Source: an optimization exercise on an open RTL-to-GDS flow (aim: small area and a short achievable clock period). Production flows keep margins and buffers that such runs may drop. No run shown here included a check of the RTL's function; only the layout flow was run. No activity file was given, so power comes from the tool's default toggle rates.

==> flow/design.v, too long to show whole: its modules and the start of the top module <==
// module float_copro_dp: 1551 lines
// module float_copro: 40 lines
module float_copro
   (
    input  logic        clk,
    input  logic        copro_valid,
    input  logic        copro_accept,
    input  logic [10:0] copro_opcode,
    input  logic [31:0] copro_op0,
    input  logic [31:0] copro_op1,
    output logic        copro_complete,
    output logic [31:0] copro_result
    );
  // ...
==> flow/flow/run.sh <==
#!/bin/bash
set -euo pipefail
MARGIN=${MARGIN:-9.5}
R=orfs/results/$FLOW_PLATFORM/float_copro/base
bash standard.sh synth > log_synth.txt 2>&1
python3 flow/fixinv.py $R/1_2_yosys.v $R/1_2_yosys_fixinv.v > log_fixinv.txt 2>&1
cp $R/1_2_yosys.v $R/1_2_yosys_orig.v
cp $R/1_2_yosys_fixinv.v $R/1_2_yosys.v
rm -f $R/1_synth.odb $R/1_synth.sdc
bash standard.sh synth > log_synth_odb.txt 2>&1
for step in floorplan place cts route finish; do
  bash standard.sh SETUP_SLACK_MARGIN=$MARGIN \
    "BUFFER_PORTS_ARGS=-buffer_cell sky130_fd_sc_hd__buf_1" $step > log_$step.txt 2>&1
done
==> flow/flow/fixinv.py <==
#!/usr/bin/env python3
"""Remove inverters around full adders in a Yosys-written gate netlist.

A full adder is self-dual: FA(~a, ~b, ~c) = (~cout, ~sum).  Yosys's extract_fa
leaves many inverters between adder cells.  This script chooses a polarity for
every full-adder cell (all its pins inverted or not) and for every xor2/xnor2
cell (an xor2 is an xnor2 with its output inverted), so that as few signals as
possible are needed in both polarities, and rebuilds the netlist with one
inverter for each signal that is.  Usage: fixinv.py IN.v OUT.v"""
import re, sys, random, math

LIB = "sky130_fd_sc_hd__"
OUTPINS = {"X", "Y", "Q", "Q_N", "COUT", "SUM", "HI", "LO"}

src = open(sys.argv[1]).read()
m = re.search(r"^\s*" + LIB, src, re.M)
head, body = src[:m.start()], src[m.start():]
end = body.rindex("endmodule")
tail, body = body[end:], body[:end]

inst_re = re.compile(r"\s*(" + LIB + r"\w+)\s+(\S+)\s*\((.*?)\);\s*", re.S)
pin_re = re.compile(r"\.(\w+)\(\s*(.*?)\s*\)\s*(?:,|$)", re.S)
cells, order = {}, []
pos = 0
while pos < len(body):
    mm = inst_re.match(body, pos)
    if not mm:
        if body[pos:].strip():
            sys.exit("unparsed netlist text: " + body[pos:pos + 200])
        break
    typ, name, pins = mm.groups()
    cells[name] = [typ, {p: n.strip() for p, n in pin_re.findall(pins.strip())}]
    order.append(name)
    pos = mm.end()

ports = set()
for mo in re.finditer(r"^\s*(?:output|input)\s+(\[\d+:\d+\]\s*)?(\S+)\s*;", head, re.M):
    rng, nm = mo.groups()
    if rng:
        a, b = map(int, re.findall(r"\d+", rng))
        ports.update(f"{nm}[{i}]" for i in range(min(a, b), max(a, b) + 1))
    ports.add(nm)

def kind(c):
    t = cells[c][0][len(LIB):]
    if t.startswith("inv_") or t.startswith("clkinv_"):
        return "inv"
    if t.startswith("fa_"):
        return "fa"
    if t.startswith("xor2_") or t.startswith("xnor2_"):
        return "x2"
    return "other"

drv, lds = {}, {}
for c, (t, pm) in cells.items():
    for p, n in pm.items():
        (drv.__setitem__(n, (c, p)) if p in OUTPINS else lds.setdefault(n, []).append((c, p)))

# root of every net through inverter chains
def root(n):
    par = 0
    seen = 0
    while n in drv and kind(drv[n][0]) == "inv" and seen < 50:
        n = cells[drv[n][0]][1]["A"]
        par ^= 1
        seen += 1
    return n, par

invs = [c for c in cells if kind(c) == "inv"]
roots = {}   # root net -> {"loads": [(cell, pin, par)], "names": {par: name}}
def R(r):
    return roots.setdefault(r, {"loads": [], "names": {0: r}})
for n in set(list(drv) + list(lds)):
    if n in drv and kind(drv[n][0]) == "inv":
        r, par = root(n)
        R(r)["names"].setdefault(par, n)
for c in cells:
    if kind(c) == "inv":
        continue
    for p, n in cells[c][1].items():
        if p in OUTPINS:
            continue
        r, par = root(n)
        R(r)["loads"].append((c, p, par))
for r, d in roots.items():
    for par, name in list(d["names"].items()):
        pass
port_need = {}
for pn in ports:
    if pn in drv or pn in lds:
        r, par = root(pn)
        if r in roots or pn in drv:
            R(r)
            if roots[r]["names"].get(par) not in (None, pn):
                # two names of the same phase, one a port: keep as is by making the
                # port a separate load that needs that phase
                pass
            roots[r]["names"][par] = pn
            port_need.setdefault(r, set()).add(par)

flip = {c: 0 for c in cells if kind(c) in ("fa", "x2")}
def drvflip(r):
    d = drv.get(r)
    if d is None:
        return 0
    c = d[0]
    return flip.get(c, 0)

def loadflip(c):
    return flip.get(c, 0) if kind(c) == "fa" else 0

def cost_root(r):
    d = roots[r]
    s = drvflip(r)
    need = set()
    for c, p, par in d["loads"]:
        need.add(par ^ loadflip(c) ^ s)
    for par in port_need.get(r, ()):
        need.add(par ^ s)
    return 1 if len(need) > 1 or (need == {1}) else 0
# note: need == {1} alone means every load wants the other phase: 1 inverter

cell_roots = {}
for r, d in roots.items():
    if r in drv:
        cell_roots.setdefault(drv[r][0], set()).add(r)
    for c, p, par in d["loads"]:
        cell_roots.setdefault(c, set()).add(r)

def total():
    return sum(cost_root(r) for r in roots)

start_inv = len(invs)
best = total()
cur = best
bestflip = dict(flip)
vars_ = list(flip)
random.seed(1)
T = 1.0
N = 60000
for it in range(N):
    T = 1.0 * (1 - it / N) + 0.02
    c = random.choice(vars_)
    rs = cell_roots.get(c, ())
    before = sum(cost_root(r) for r in rs)
    flip[c] ^= 1
    after = sum(cost_root(r) for r in rs)
    dlt = after - before
    if dlt <= 0 or random.random() < math.exp(-dlt / T):
        cur += dlt
        if cur < best:
            best = cur
            bestflip = dict(flip)
    else:
        flip[c] ^= 1
flip = bestflip

# rebuild
for c in invs:
    del cells[c]
newid = [0]
new_wires = []
def fresh(base):
    newid[0] += 1
    n = f"_fixinv_{newid[0]}_"
    new_wires.append(n)
    return n
ninv = 0
for r, d in roots.items():
    s = drvflip(r)
    names = dict(d["names"])
    if r in drv:
        # driver output now carries phase s
        pass
    need = {}
    for c, p, par in d["loads"]:
        ph = par ^ loadflip(c)
        need.setdefault(ph, []).append((c, p))
    for par in port_need.get(r, ()):
        need.setdefault(par, [])
    if not need:
        continue
    # the driven net: name of phase s
    if s not in names:
        names[s] = fresh(r)
    if r in drv:
        c, p = drv[r]
        cells[c][1][p] = names[s]
    for ph, lst in need.items():
        if ph not in names:
            names[ph] = fresh(r)
        for c, p in lst:
            cells[c][1][p] = names[ph]
        if ph != s:
            newid[0] += 1
            nm = f"_fixinv_i{newid[0]}_"
            cells[nm] = [LIB + "inv_1", {"A": names[s], "Y": names[ph]}]
            order.append(nm)
            ninv += 1
for c in cells:
    if kind(c) == "fa" and flip[c]:
        pass  # pins already rewired by phase; the cell itself is unchanged

for c in list(cells):
    if kind(c) == "x2" and flip[c]:
        t = cells[c][0]
        pm = cells[c][1]
        if "xnor2_" in t:
            cells[c][0] = t.replace("xnor2_", "xor2_")
            pm["X"] = pm.pop("Y")
        else:
            cells[c][0] = t.replace("xor2_", "xnor2_")
            pm["Y"] = pm.pop("X")
out = [head]
for w in new_wires:
    out.append(f"  wire {w};\n")
for c in order:
    if c in cells:
        t, pm = cells[c]
        out.append(f"  {t} {c} (\n" + ",\n".join(f"    .{p}({n}{' ' if n.startswith(chr(92)) else ''})" for p, n in pm.items()) + "\n  );\n")
out.append(tail)
open(sys.argv[2], "w").write("".join(out))
print(f"fixinv: inverters {start_inv} -> {ninv} (model {best}); flipped {sum(flip.values())} cells",
      file=sys.stderr)
==> flow/standard.sh <==
#!/bin/bash
# synth_recipe.tcl (not shown) runs the flow's synth.tcl, then flattens the netlist and writes it again
# the make line also repeats each setting of config.mk as NAME=value (left out here)
make -C /OpenROAD-flow-scripts/flow DESIGN_CONFIG=/design/flow/config.mk WORK_HOME=/design/flow/orfs CLKGATE_MAP_FILE= SYNTH_SCRIPT=/design/flow/synth_recipe.tcl "${@:-finish}"
==> flow/config.mk <==
export PLATFORM = sky130hd
export DESIGN_NAME = float_copro
export DESIGN_NICKNAME = float_copro
export VERILOG_FILES = /design/flow/design.v
export SDC_FILE = /design/flow/constraint.sdc
export NUM_CORES = 4
export LEC_CHECK = 0
export CAP_MARGIN = 20
export CORE_MARGIN = 2
export CORE_UTILIZATION = 40
export SLEW_MARGIN = 20
==> flow/constraint.sdc <==
create_clock -name core_clock -period 14.0 [get_ports {clk}]
set_input_delay 2.8000 -clock core_clock [delete_from_list [all_inputs] [get_ports {clk}]]
set_output_delay 2.8000 -clock core_clock [all_outputs]
set_load 0.01 [all_outputs]
==> results_dict.tcl, run 1 <==
set metrics [dict create \
    cts.clk_slew.worst_paths_ns 0.07 \
    nMultiInputCombCells 1176 \
    r2r_setup_slack_ns 8.65 \
    p_sw_mw 1.30 \
    max-slew-margin-rel_pct 25.0 \
    critical_path_class "reg -> out" \
    fmaxAchievable_ghz 0.186 \
    drc 0 \
    cts_setup_buffers 66 \
    finClkSkew_ns 0.0122 \
    wl_met3_um 4390 \
    dp_hpwl_um 31900 \
    hold_ws_ns 0.545 \
    synth.avg_cell_area_sq_um 9.91 \
    numCtsBuffers 17 \
    grt_pass1_wl_um 74100 \
    grt_max_degree 33 \
    seqCellArea_sq_um 2430 \
    routed-via-count 12159 \
    comb_power_mw 2.05 \
    signal_buffers 228 \
    cp.depth 11 \
    met3_usage_pct 5.08 \
    num_antenna_cells 0 \
    initial_core_util_pct 40.8 \
    slowest_delay_ns 0.36 \
    drv_cap 0 \
    endpoint "copro_result[30]" \
    cts_tree "yes" \
    final_common_cell "a22oi_1" \
    areaGrowthSynthToFinish_pct 20.7 \
    hold_path_depth 2 \
    finalSetupTns_ns 0 \
    placed_cells 1934 \
    clock_power_mw 0.481 \
    powerSeq_mw 0.498 \
    hold_buffers 0 \
    hold_path.class "reg -> reg" \
    status "complete, no violations" \
    clk_latency_ns 0.44 \
    path_buf_inv 2 \
    start_kind "flip-flop" \
    final_area_sq_um 17600 \
]
==> module float_copro, before the edit <==
module float_copro
   (
    input  logic        clk,
    input  logic        copro_valid,
    input  logic        copro_accept,
    input  logic [10:0] copro_opcode,
    input  logic [31:0] copro_op0,
    input  logic [31:0] copro_op1,
    output logic        copro_complete,
    output logic [31:0] copro_result
    );
   logic [31:0] a_r, b_r;
   logic        mul_r, as_r, sub_r;    
   logic [3:0]  cnt;           
   logic [15:0] lo_d, lo_r;
   logic        cy_d, cy_r;
   logic [15:0] hs_d, hc_d, hs_r, hc_r;
   float_copro_dp datapath (
      .a(a_r), .b(b_r), .mul(mul_r), .addsub(as_r), .sub(sub_r),
      .lo(lo_d), .lo_cy(cy_d), .hi_s(hs_d), .hi_c(hc_d)
   );
   always_ff @(posedge clk) begin
      a_r   <= copro_op0;
      b_r   <= copro_op1;
      mul_r <= copro_opcode[1:0] == 2'd2;
      as_r  <= !copro_opcode[1];
      sub_r <= copro_opcode[1:0] == 2'd1;
      lo_r  <= lo_d;
      cy_r  <= cy_d;
      hs_r  <= hs_d;
      hc_r  <= hc_d;
      if (!copro_valid || copro_accept)
         cnt <= 4'd0;
      else if (cnt != 4'd15)
         cnt <= cnt + 4'd1;
   end
   assign copro_complete = mul_r ? cnt >= 4'd2 : as_r ? cnt >= 4'd3 : cnt >= 4'd11;
   wire [16:0] hi = {hs_r, 1'b1} + {hc_r, cy_r};
   assign copro_result = {hi[16:1], lo_r};
endmodule
==> run 2: changes to the inputs <==
--- a/flow/design.v
+++ b/flow/design.v
@@ -1,18 +1,18 @@
 module float_copro_dp (
    input  logic [31:0] a,
    input  logic [31:0] b,
    input  logic        mul,     
    input  logic        addsub,      
    input  logic        sub,     
-   output logic [15:0] lo,
+   output logic [19:0] lo,
    output logic        lo_cy,
-   output logic [15:0] hi_s,
-   output logic [15:0] hi_c
+   output logic [11:0] hi_s,
+   output logic [11:0] hi_c
    );
    wire [15:0] one, two, neg;
    wire [31:0] c = a & {32{addsub}};
    genvar k;
    generate
       for (k = 0; k < 16; k = k + 1) begin : enc
          wire x2 = a[2*k+1];
          wire x1 = a[2*k];
@@ -1540,37 +1540,37 @@
    assign tx24 = tx22 ^ tx23;
    assign tx25 = fc99 ^ fc142;
    assign tx26 = tx24 ^ tx25;
    assign tx27 = tx26 ^ fc143;
    assign tx28 = tx27 ^ fc168;
    assign tx29 = tx28 ^ fc196;
    wire [31:0] rs = {tx29, fc195, fc194, fc193, fc192, fc191, fc190, fc189, fc188, fc187, fc186, fc185, fc184, fc183, fc182, fc181, fc180, fc179, fc178, fc177, fc176, fc175, fc174, fc173, fc172, fc171, fc170, hc29, hs29, hc28, hc27, pp0_0};
    wire [31:0] rc = {1'b0, fs196, fs195, fs194, fs193, fs192, fs191, fs190, fs189, fs188, fs187, fs186, fs185, fs184, fs183, fs182, fs181, fs180, fs179, fs178, fs177, fs176, fs175, fs174, fs173, fs172, fs171, fs170, fc169, fs169, hs28, hs27};
-   assign {lo_cy, lo} = {1'b0, rs[15:0]} + {1'b0, rc[15:0]};
-   assign hi_s = rs[31:16];
-   assign hi_c = rc[31:16];
+   assign {lo_cy, lo} = {1'b0, rs[19:0]} + {1'b0, rc[19:0]};
+   assign hi_s = rs[31:20];
+   assign hi_c = rc[31:20];
 endmodule
 module float_copro
    (
     input  logic        clk,
     input  logic        copro_valid,
     input  logic        copro_accept,
     input  logic [10:0] copro_opcode,
     input  logic [31:0] copro_op0,
     input  logic [31:0] copro_op1,
     output logic        copro_complete,
     output logic [31:0] copro_result
     );
    logic [31:0] a_r, b_r;
    logic        mul_r, as_r, sub_r;    
    logic [3:0]  cnt;           
-   logic [15:0] lo_d, lo_r;
+   logic [19:0] lo_d, lo_r;
    logic        cy_d, cy_r;
-   logic [15:0] hs_d, hc_d, hs_r, hc_r;
+   logic [11:0] hs_d, hc_d, hs_r, hc_r;
    float_copro_dp datapath (
       .a(a_r), .b(b_r), .mul(mul_r), .addsub(as_r), .sub(sub_r),
       .lo(lo_d), .lo_cy(cy_d), .hi_s(hs_d), .hi_c(hc_d)
    );
    always_ff @(posedge clk) begin
       a_r   <= copro_op0;
       b_r   <= copro_op1;
       mul_r <= copro_opcode[1:0] == 2'd2;
@@ -1581,11 +1581,11 @@
       hs_r  <= hs_d;
       hc_r  <= hc_d;
       if (!copro_valid || copro_accept)
          cnt <= 4'd0;
       else if (cnt != 4'd15)
          cnt <= cnt + 4'd1;
    end
    assign copro_complete = mul_r ? cnt >= 4'd2 : as_r ? cnt >= 4'd3 : cnt >= 4'd11;
-   wire [16:0] hi = {hs_r, 1'b1} + {hc_r, cy_r};
-   assign copro_result = {hi[16:1], lo_r};
+   wire [12:0] hi = {hs_r, 1'b1} + {hc_r, cy_r};
+   assign copro_result = {hi[12:1], lo_r};
 endmodule
--- a/flow/flow/run.sh
+++ b/flow/flow/run.sh
@@ -1,11 +1,11 @@
 #!/bin/bash
 set -euo pipefail
-MARGIN=${MARGIN:-9.5}
+MARGIN=${MARGIN:-9.0}
 R=orfs/results/$FLOW_PLATFORM/float_copro/base
 bash standard.sh synth > log_synth.txt 2>&1
 python3 flow/fixinv.py $R/1_2_yosys.v $R/1_2_yosys_fixinv.v > log_fixinv.txt 2>&1
 cp $R/1_2_yosys.v $R/1_2_yosys_orig.v
 cp $R/1_2_yosys_fixinv.v $R/1_2_yosys.v
 rm -f $R/1_synth.odb $R/1_synth.sdc
 bash standard.sh synth > log_synth_odb.txt 2>&1
 for step in floorplan place cts route finish; do
==> run 2 against run 1 <==
Clock power is 3% lower. Largest cell class unchanged. Still clean. Via count is 3.3% lower. Global-route usage is 0.84 points lower. Cell count is 3.1% lower. Critical path depth is 8 higher. Clock skew is 0.0070 ns higher. Sequential power is 4.4% lower. Synthesized cell count is 0.95% lower. Hold slack better by 0.038 ns. Cell area is 4.8% lower. Routed wire length is 3.8% lower.
==> results_dict.tcl, run 2 <==
set metrics [dict create \
    syn-cell-area_sq_um 14500 \
    internal-power_mw 1.66 \
    setup_viol 0 \
    routed_wl_um 46500 \
    use_met2_pct 38.8 \
    fp.coreArea_sq_um 35600 \
    p_leak_nw 6.53 \
    dpl-instance-area_sq_um 15200 \
    initial_core_util_pct 40.7 \
    grt_pass1_wl_um 72000 \
    ir_drop_v 0.000110 \
    hold_path_depth 2 \
    hold_buffers 0 \
    cts_sinks 115 \
    rr_endpoint "hs_r[11]" \
    worstPathCellList "ha_1, and2_1, buf_8, a22oi_1, xnor2_1, nand2_1, ha_4, fa_1, fa_2, fa_2, fa_2, fa_2, xnor2_2, xnor2_1, xnor2_1, xnor2_1, xnor2_1, xnor2_1, xnor2_2" \
    status "complete, no violations" \
    min_from "cnt[3]" \
    hold_ws_ns 0.583 \
    drive_above_1_share_pct 14.3 \
    drc 0 \
    clk_latency_ns 0.45 \
    grt_max_degree 38 \
    period_share_pct 39.3 \
    h-tree-depth 4 \
    p_clk_share_pct 15.7 \
    die_x_um 194 \
    top_usage_layer "met2" \
    path_buf_inv 1 \
    hold-path-endpoint "cnt[2]" \
    cp_slowest_cell "fa_1" \
    drtIter0Drc 1231 \
    power_density_nw_per_um2 177 \
    antenna_found_initial 0 \
    dieArea_sq_um 37700 \
    total_power_mw 2.96 \
    start_kind "flip-flop" \
    cts-root-buf "clkbuf_16" \
    final_area_sq_um 16800 \
    crit_top_cell "xnor2_1" \
    num_antenna_cells 0 \
    hold_violations 0 \
    antenna_left 0 \
    rsz0062_at_grt "yes" \
    slowest_delay_ns 0.60 \
    hold_path.class "reg -> reg" \
    dp_hpwl_um 31800 \
    rows 69 \
    finalSetupTns_ns 0 \
    critical_path_class "reg -> reg" \
    r2r_setup_slack_ns 8.49 \
    worstPathRequired_ns 14.33 \
    cts_tree "yes" \
    fin_cells 2002 \
    areaGrowthSynthToFinish_pct 15.8 \
    fp.dieH_um 194 \
    met3_usage_pct 4.51 \
    fin_crit_ns 5.51 \
    placed_cells 1929 \
    routed-via-count 11762 \
    grt_use_total_pct 24.6 \
    cts_buffer_depth 2 \
    rr_startpoint "a_r[1]" \
    dr.pass1.iters 7 \
    path_max_fanout 29 \
    gp_congestion 0.918 \
    sequentialPowerShare_pct 16.1 \
    r2r_cells 19 \
    fin_util_pct 47.1 \
    grt_overflow_total 0 \
    yosysWarnings 1 \
    vias_per_cell 5.88 \
    grtUsageMet1_pct 33.6 \
    drv_slew 0 \
    critPathArrivalTime_ns 5.83 \
    max-slew-margin-rel_pct 42.1 \
    final_common_cell "a22oi_1" \
    grt_pass1_vias 11832 \
    synthCells 1458 \
    numCtsBuffers 17 \
    largest_registers "a_r: 32 flops, b_r: 32 flops, lo_r: 20 flops" \
    syn_nets 1812 \
    worst_path_dominant_cell_family "adder cells" \
    place_ws_ns 7.40 \
    p_sw_share_pct 44.0 \
    tightest_slew_ns 0.867 \
    drv_cap 0 \
    cts.clk_slew.worst_paths_ns 0.06 \
    wl_per_cell_um 23.2 \
    combPwrFrac_pct 68.2 \
    worst_slack_ns 8.49 \
    synth.avg_cell_area_sq_um 9.92 \
    p_sw_mw 1.30 \
    fmaxAchievable_ghz 0.182 \
    finClkSkew_ns 0.0192 \
    io_buffers 101 \
    io_pins 111 \
    final_cell_mix "240 x a22oi_1, 189 x xnor2_1, 188 x fa_1, 131 x xor2_1, 102 x dfxtp_1" \
    worst_setup_path_end_kind "flip-flop" \
    num-nets-final 1882 \
]
-- run 2: power groups by stage --
stage / registers, mW / logic, mW / clock network (mW)
after floorplan: 0.477 / 1.30 / 0
after global placement: 0.482 / 1.74 / 0
after detailed placement: 0.482 / 1.79 / 0
after CTS: 0.478 / 1.92 / 0.474
after global routing: 0.484 / 2.23 / 0.490
final: 0.476 / 2.02 / 0.466
-- run 2: layout make-up --
cell class | instances | area [sq um]
clock buffers | 17 | 425
clock inverters | 15 | 183
fillers | 3374 | 18800
inverters | 55 | 229
multi-input cells | 1165 | 11900
flip-flops and latches | 115 | 2330
well taps | 461 | 577
repair buffers | 174 | 1130
-- run 2: how the worst max path moves through the flow --
| stage | start | depth (start not counted) | endpoint |
|---|---|---|---|
| 2_1_floorplan | mul_r | 21 | hs_r[11] |
| 3_5_place_dp | mul_r | 18 | hs_r[11] |
| 6_report | a_r[1] | 19 | hs_r[11] |
| 5_1_grt | mul_r | 18 | hs_r[11] |
| 4_1_cts | a_r[3] | 19 | hs_r[11] |
| 3_3_place_gp | mul_r | 18 | hs_r[11] |
-- run 2: what timing repair did --
action                                  4_1_cts  5_1_grt
gates resized for setup                      90       66
endpoints found under the setup margin       33       16
hold endpoints to repair                      0        0
pin swaps                                    23       31
buffers inserted                             27        9
cloned                                        4        1
-- run 2: tightest hold or removal path, stage by stage (launching register included) --
cell     delay, ns
dfxtp_1       0.37
nor2_1        0.12
nor3_1        0.04
-- run 2: metal layers --
metal	part of all wire [%]	vias to the layer above
met2	46	687
met4	4.1	0
met1	41	5810
met3	9.1	119
li1	-	5146
met5	0	-

[static timing again, ports no longer ideal]
Ports are ideal in the flow. The routed layouts listed here were re-timed in OpenROAD.
Step 1: set_driving_cell puts a clkbuf_16 on clk and a buf_2 on each other input, an assumption about the parent block.
Step 2 adds t to the input delays and takes it off the output delays; t is the mean of the earliest and latest rising clock arrival at the registers after step 1. Input paths then give back, and output paths get back, about the clock's delay inside the block.
Slacks: no drivers / after step 1 / after step 2; pairs: no drivers / after step 1.
| run | t (ns) | setup slack, ns | latest minus earliest clock arrival (ns) |
|---|---|---|---|
| run 1 | 0.481 | 8.616 / 8.565 / 8.653 | 0.012 / 0.012 |
| run 2 | 0.493 | 8.494 / 8.474 / 8.494 | 0.019 / 0.019 |
After both steps every run listed still meets setup and hold.
